This is an optimization exercise on Yosys and OpenROAD, whose aim is small area, not a production implementation.
At most, simulation tests tie the RTL to the original design; equivalence was not proved.
No activity file was given, so power comes from the tool's default toggle rates.

==> job 4885 <==
## FIFO
module FIFO(
	input wire clk,
	input wire rst,
	input wire W_en,
	input wire R_en,
	input  wire [7:0] W_data,
	output wire [7:0] R_data,
	output reg Empty,
	output reg Full
);
==> module FIFO, before the edit <==
module FIFO(
	input wire clk,
	input wire rst,
	input wire W_en,
	input wire R_en,
	input  wire [7:0] W_data,
	output wire [7:0] R_data,
	output reg Empty,
	output reg Full
);
	parameter FIFO_WIDTH = 8;	 
	parameter FIFO_DEPTH = 16;	 
	reg [4:0] W_Ptr;
	reg [4:0] R_Ptr;
	always @(posedge clk or negedge rst) begin  
		if(rst == 1'b0) begin
			W_Ptr <= 5'b0_0000;
			R_Ptr <= 5'b0_0000;
		end else begin
			if (W_en == 1'b1) W_Ptr <= W_Ptr + 1;
			if (R_en == 1'b1) R_Ptr <= R_Ptr + 1;
		end
	end
	reg [FIFO_WIDTH - 1:0] mem [0:FIFO_DEPTH - 1];
	integer i;
	always @(posedge clk or negedge rst) begin
		if (rst == 1'b0) begin
			for(i = 0; i < FIFO_DEPTH; i = i + 1)
				mem[i] <= 8'b0000_0000;
		end else begin
			if(W_en == 1'b1) mem[W_Ptr[3:0]] <= W_data;  
		end 
	end
	assign R_data = mem[R_Ptr[3:0]];  
	always @(posedge clk or negedge rst) begin	 
		if(rst == 1'b0) begin
			Empty = 0;
			Full = 0;
		end else begin
			if(W_Ptr == R_Ptr) Empty = 1'b1;
			else 			   Empty = 1'b0;
			if((W_Ptr[3:0] == R_Ptr[3:0]) && (W_Ptr[4] != R_Ptr[4]))
				 Full = 1'b1;
			else Full = 1'b0;													
		end
	end
endmodule
clock: 6.0 ns
lec_check: 0
cap_margin: 20
core_margin: 2
core_utilization: 40
slew_margin: 20
run.sh (not shown) runs the stock make flow with config.mk's settings and CLKGATE_MAP_FILE= SYNTH_SCRIPT=/design/flow/synth_recipe.tcl, a recipe that flattens the netlist after the stock synthesis.
==> job 3623 (differences from job 4885) <==
==> flow/design.v (replaced) <==
`timescale 1ns / 1ps
module FIFO(
	input wire clk,
	input wire rst,
	input wire W_en,
	input wire R_en,
	input  wire [7:0] W_data,
	output wire [7:0] R_data,
	output reg Empty,
	output reg Full
);
	reg [127:0] mem;
	reg [4:0] c;
	always @(posedge clk)
		if (W_en) mem <= {mem[119:0], W_data};
	wire [4:0] c_next;
	fifo_cnt u_cnt (.c(c), .W_en(W_en), .R_en(R_en), .c_next(c_next));
	wire [15:0] sel;
	fifo_sel16 u_sel (.c(c[3:0]), .sel(sel));
	genvar b, k;
	generate
		for (b = 0; b < 8; b = b + 1) begin : g_rd
			wire [15:0] d;
			for (k = 0; k < 16; k = k + 1) begin : g_d
				assign d[k] = mem[k*8 + b];
			end
			fifo_ao16 u_ao (.d(d), .s(sel), .y(R_data[b]));
		end
	endgenerate
	always @(posedge clk or negedge rst) begin
		if (rst == 1'b0) begin
			c <= 5'd0;
			Empty <= 1'b0;
			Full <= 1'b0;
		end else begin
			Empty <= ~c[4];
			Full <= c[4] & (c[3:0] == 4'd0);
			c <= c_next;
		end
	end
endmodule
module fifo_cnt(
	input wire [4:0] c,
	input wire W_en,
	input wire R_en,
	output wire [4:0] c_next
);
	wire [4:0] t;
	assign t[0] = W_en ^ R_en;
	genvar i;
	generate
		for (i = 1; i < 5; i = i + 1) begin : g_t
			assign t[i] = t[i-1] & ~(c[i-1] ^ R_en);
		end
	endgenerate
	assign c_next = c ^ t;
endmodule
module fifo_sel16(
	input wire [3:0] c,
	output wire [15:0] sel
);
	wire [3:0] nl, nh;
	fifo_pre4 u_lo (.c(c[1:0]), .n(nl));
	fifo_pre4 u_hi (.c(c[3:2]), .n(nh));
	genvar k;
	generate
		for (k = 0; k < 16; k = k + 1) begin : g_s
			assign sel[k] = ~(nl[k % 4] | nh[k / 4]);
		end
	endgenerate
endmodule
module fifo_pre4(
	input wire [1:0] c,
	output wire [3:0] n
);
	genvar k;
	generate
		for (k = 0; k < 4; k = k + 1) begin : g_n
			assign n[k] = ~(c == ~k[1:0]);
		end
	endgenerate
endmodule
module fifo_ao16(
	input wire [15:0] d,
	input wire [15:0] s,
	output wire y
);
	wire [4:0] n;
	genvar g;
	generate
		for (g = 0; g < 5; g = g + 1) begin : g_aoi
			fifo_aoi222 u_aoi (.a(d[3*g +: 3]), .b(s[3*g +: 3]), .y(n[g]));
		end
	endgenerate
	assign y = ~(&n) | (d[15] & s[15]);
endmodule
module fifo_aoi222(
	input wire [2:0] a,
	input wire [2:0] b,
	output wire y
);
	assign y = ~|(a & b);
endmodule
Settings changed: CTS_BUF_LIST from default to sky130_fd_sc_hd__clkbuf_16, CTS_CLUSTER_DIAMETER from default to 500, CTS_CLUSTER_SIZE from default to 100, SYNTH_HIERARCHICAL from default to 1.
==> job 405 (differences from job 4885) <==
==> flow/design.v (replaced) <==
`timescale 1ns / 1ps
module FIFO(
	input wire clk,
	input wire rst,
	input wire W_en,
	input wire R_en,
	input  wire [7:0] W_data,
	output wire [7:0] R_data,
	output reg Empty,
	output reg Full
);
	reg [127:0] mem;
	reg [4:0] c;
	always @(posedge clk)
		if (W_en) mem <= {mem[119:0], W_data};
	wire [4:0] c_next;
	fifo_cnt u_cnt (.c(c), .W_en(W_en), .R_en(R_en), .c_next(c_next));
	wire [15:0] sel;
	fifo_sel16 u_sel (.c(c[3:0]), .sel(sel));
	genvar b, k;
	generate
		for (b = 0; b < 8; b = b + 1) begin : g_rd
			wire [15:0] d;
			for (k = 0; k < 16; k = k + 1) begin : g_d
				assign d[k] = mem[k*8 + b];
			end
			fifo_ao16 u_ao (.d(d), .s(sel), .y(R_data[b]));
		end
	endgenerate
	always @(posedge clk or negedge rst) begin
		if (rst == 1'b0) begin
			c <= 5'd0;
			Empty <= 1'b0;
			Full <= 1'b0;
		end else begin
			Empty <= ~c[4];
			Full <= c[4] & (c[3:0] == 4'd0);
			c <= c_next;
		end
	end
endmodule
module fifo_cnt(
	input wire [4:0] c,
	input wire W_en,
	input wire R_en,
	output wire [4:0] c_next
);
	wire [4:0] t;
	assign t[0] = W_en ^ R_en;
	genvar i;
	generate
		for (i = 1; i < 5; i = i + 1) begin : g_t
			assign t[i] = t[i-1] & ~(c[i-1] ^ R_en);
		end
	endgenerate
	assign c_next = c ^ t;
endmodule
module fifo_sel16(
	input wire [3:0] c,
	output wire [15:0] sel
);
	wire [3:0] nl, nh;
	fifo_pre4 u_lo (.c(c[1:0]), .n(nl));
	fifo_pre4 u_hi (.c(c[3:2]), .n(nh));
	genvar k;
	generate
		for (k = 0; k < 16; k = k + 1) begin : g_s
			assign sel[k] = ~(nl[k % 4] | nh[k / 4]);
		end
	endgenerate
endmodule
module fifo_pre4(
	input wire [1:0] c,
	output wire [3:0] n
);
	genvar k;
	generate
		for (k = 0; k < 4; k = k + 1) begin : g_n
			assign n[k] = ~(c == ~k[1:0]);
		end
	endgenerate
endmodule
module fifo_ao16(
	input wire [15:0] d,
	input wire [15:0] s,
	output wire y
);
	wire [4:0] n;
	genvar g;
	generate
		for (g = 0; g < 5; g = g + 1) begin : g_aoi
			fifo_aoi222 u_aoi (.a(d[3*g +: 3]), .b(s[3*g +: 3]), .y(n[g]));
		end
	endgenerate
	assign y = ~(&n) | (d[15] & s[15]);
endmodule
module fifo_aoi222(
	input wire [2:0] a,
	input wire [2:0] b,
	output wire y
);
	assign y = ~|(a & b);
endmodule
==> flow/flow/run.sh (new file) <==
#!/bin/bash
# The standard layout with three changes:
#  - port buffers are the smallest buffer (buf_1) instead of the default pick;
#  - clock tree from small clock buffers (clkbuf_4), without dummy loads;
# Each tool's output goes to the ORFS logs and to standard.log here.
set -euo pipefail
bash standard.sh \
  BUFFER_PORTS_ARGS="-buffer_cell sky130_fd_sc_hd__buf_1" \
  CTS_ARGS="-sink_clustering_enable -repair_clock_nets -buf_list sky130_fd_sc_hd__clkbuf_4 -dont_use_dummy_load" \
  finish > standard.log 2>&1
==> flow/standard.sh (new file) <==
#!/bin/bash
# synth_recipe.tcl (not shown) runs the flow's synth.tcl, then flattens the netlist and writes it again
# the make line also repeats each setting of config.mk as NAME=value (left out here)
make -C /OpenROAD-flow-scripts/flow DESIGN_CONFIG=/design/flow/config.mk WORK_HOME=/design/flow/orfs CLKGATE_MAP_FILE= SYNTH_SCRIPT=/design/flow/synth_recipe.tcl "${@:-finish}"
Settings changed: CORE_UTILIZATION 40 to 70, SYNTH_HIERARCHICAL from default to 1.
removed: flow/run.sh
==> job 6761 (differences from job 4885) <==
==> flow/design.v (replaced) <==
`timescale 1ns / 1ps
module FIFO(
	input wire clk,
	input wire rst,
	input wire W_en,
	input wire R_en,
	input  wire [7:0] W_data,
	output wire [7:0] R_data,
	output reg Empty,
	output reg Full
);
	reg [127:0] mem;
	reg [4:0] c;
	always @(posedge clk)
		if (W_en) mem <= {mem[119:0], W_data};
	wire [3:0] idx = ~c[3:0];
	assign R_data = mem[idx*8 +: 8];
	always @(posedge clk or negedge rst) begin
		if (rst == 1'b0) begin
			c <= 5'd0;
			Empty <= 1'b0;
			Full <= 1'b0;
		end else begin
			Empty <= ~c[4];
			Full <= c[4] & (c[3:0] == 4'd0);
			if (W_en & ~R_en) c <= c - 5'd1;
			else if (R_en & ~W_en) c <= c + 5'd1;
		end
	end
endmodule
==> notes.md <==
Sinks on the clock net: job 6761 135; job 4885 140; job 3623 135; job 405 135
Buffers & Inverters on Critical Path: job 6761 2; job 4885 2; job 3623 1; job 405 1
Clock net power: job 6761 0.912 mW; job 4885 1.03 mW; job 3623 0.955 mW; job 405 0.385 mW
Status: job 6761 no timing/DRC/antenna violations; job 4885 no timing/DRC/antenna violations; job 3623 no timing/DRC/antenna violations; job 405 no timing/DRC/antenna violations
Final layout net count: job 6761 281; job 4885 525; job 3623 296; job 405 296
Weighted congestion at the end of routability-driven global placement: job 6761 0.7201; job 4885 0.8596; job 3623 0.8140; job 405 0.7694
Arrival time at the worst endpoint: job 6761 2.95 ns; job 4885 3.48 ns; job 3623 2.83 ns; job 405 2.66 ns
Most common cell in the synthesized netlist: job 6761 sky130_fd_sc_hd__edfxtp_1; job 4885 sky130_fd_sc_hd__dfrtp_1; job 3623 sky130_fd_sc_hd__edfxtp_1; job 405 sky130_fd_sc_hd__edfxtp_1
Non-clock inverter total of the final layout: job 6761 2; job 4885 5; job 3623 1; job 405 1
Seq. pwr: job 6761 1.20 mW; job 4885 1.74 mW; job 3623 1.18 mW; job 405 1.18 mW
Final worst-path cycle share: job 6761 69.20%; job 4885 77.99%; job 3623 67.15%; job 405 64.34%
Multiplexer share of the synthesized area: job 6761 14.06%; job 4885 23.18%; job 3623 0.2080%; job 405 0.2080%
Metal3 WL: job 6761 314 µm; job 4885 599 µm; job 3623 553 µm; job 405 1.023 mm
Non-clock buffer share: job 6761 3.774%; job 4885 3.412%; job 3623 3.864%; job 405 1.900%
Function not checked in job 3623 and job 405: the RTL went through the layout flow alone.

[separate check: timing with driven ports]
Ports are ideal in the flow. The routed layouts listed here were re-timed in OpenROAD. Step 1 (the two cells are an assumption about what drives the block):
set clk [get_ports {clk}]
set_driving_cell -lib_cell sky130_fd_sc_hd__clkbuf_16 $clk
set_driving_cell -lib_cell sky130_fd_sc_hd__buf_2 [delete_from_list [all_inputs] $clk]
Step 2 times the ports against the registers' clock, not the clock port: input delays grow and output delays shrink by t, the midpoint of the rising clock arrivals with the driver on. a / b / c = no drivers / after step 1 / after step 2; a / b = the first two.
run | t, ns | setup WS [ns] | pins driven straight from the clock port
job 4885 | 0.468 | 1.321 / 1.278 / 1.746 | 1
job 3623 | 0.442 | 1.971 / 1.936 / 2.377 | 1
job 405 | 0.500 | 2.140 / 2.111 / 2.612 | 1
job 6761 | 0.440 | 1.848 / 1.811 / 2.251 | 1
After both steps every run listed still meets setup and hold.
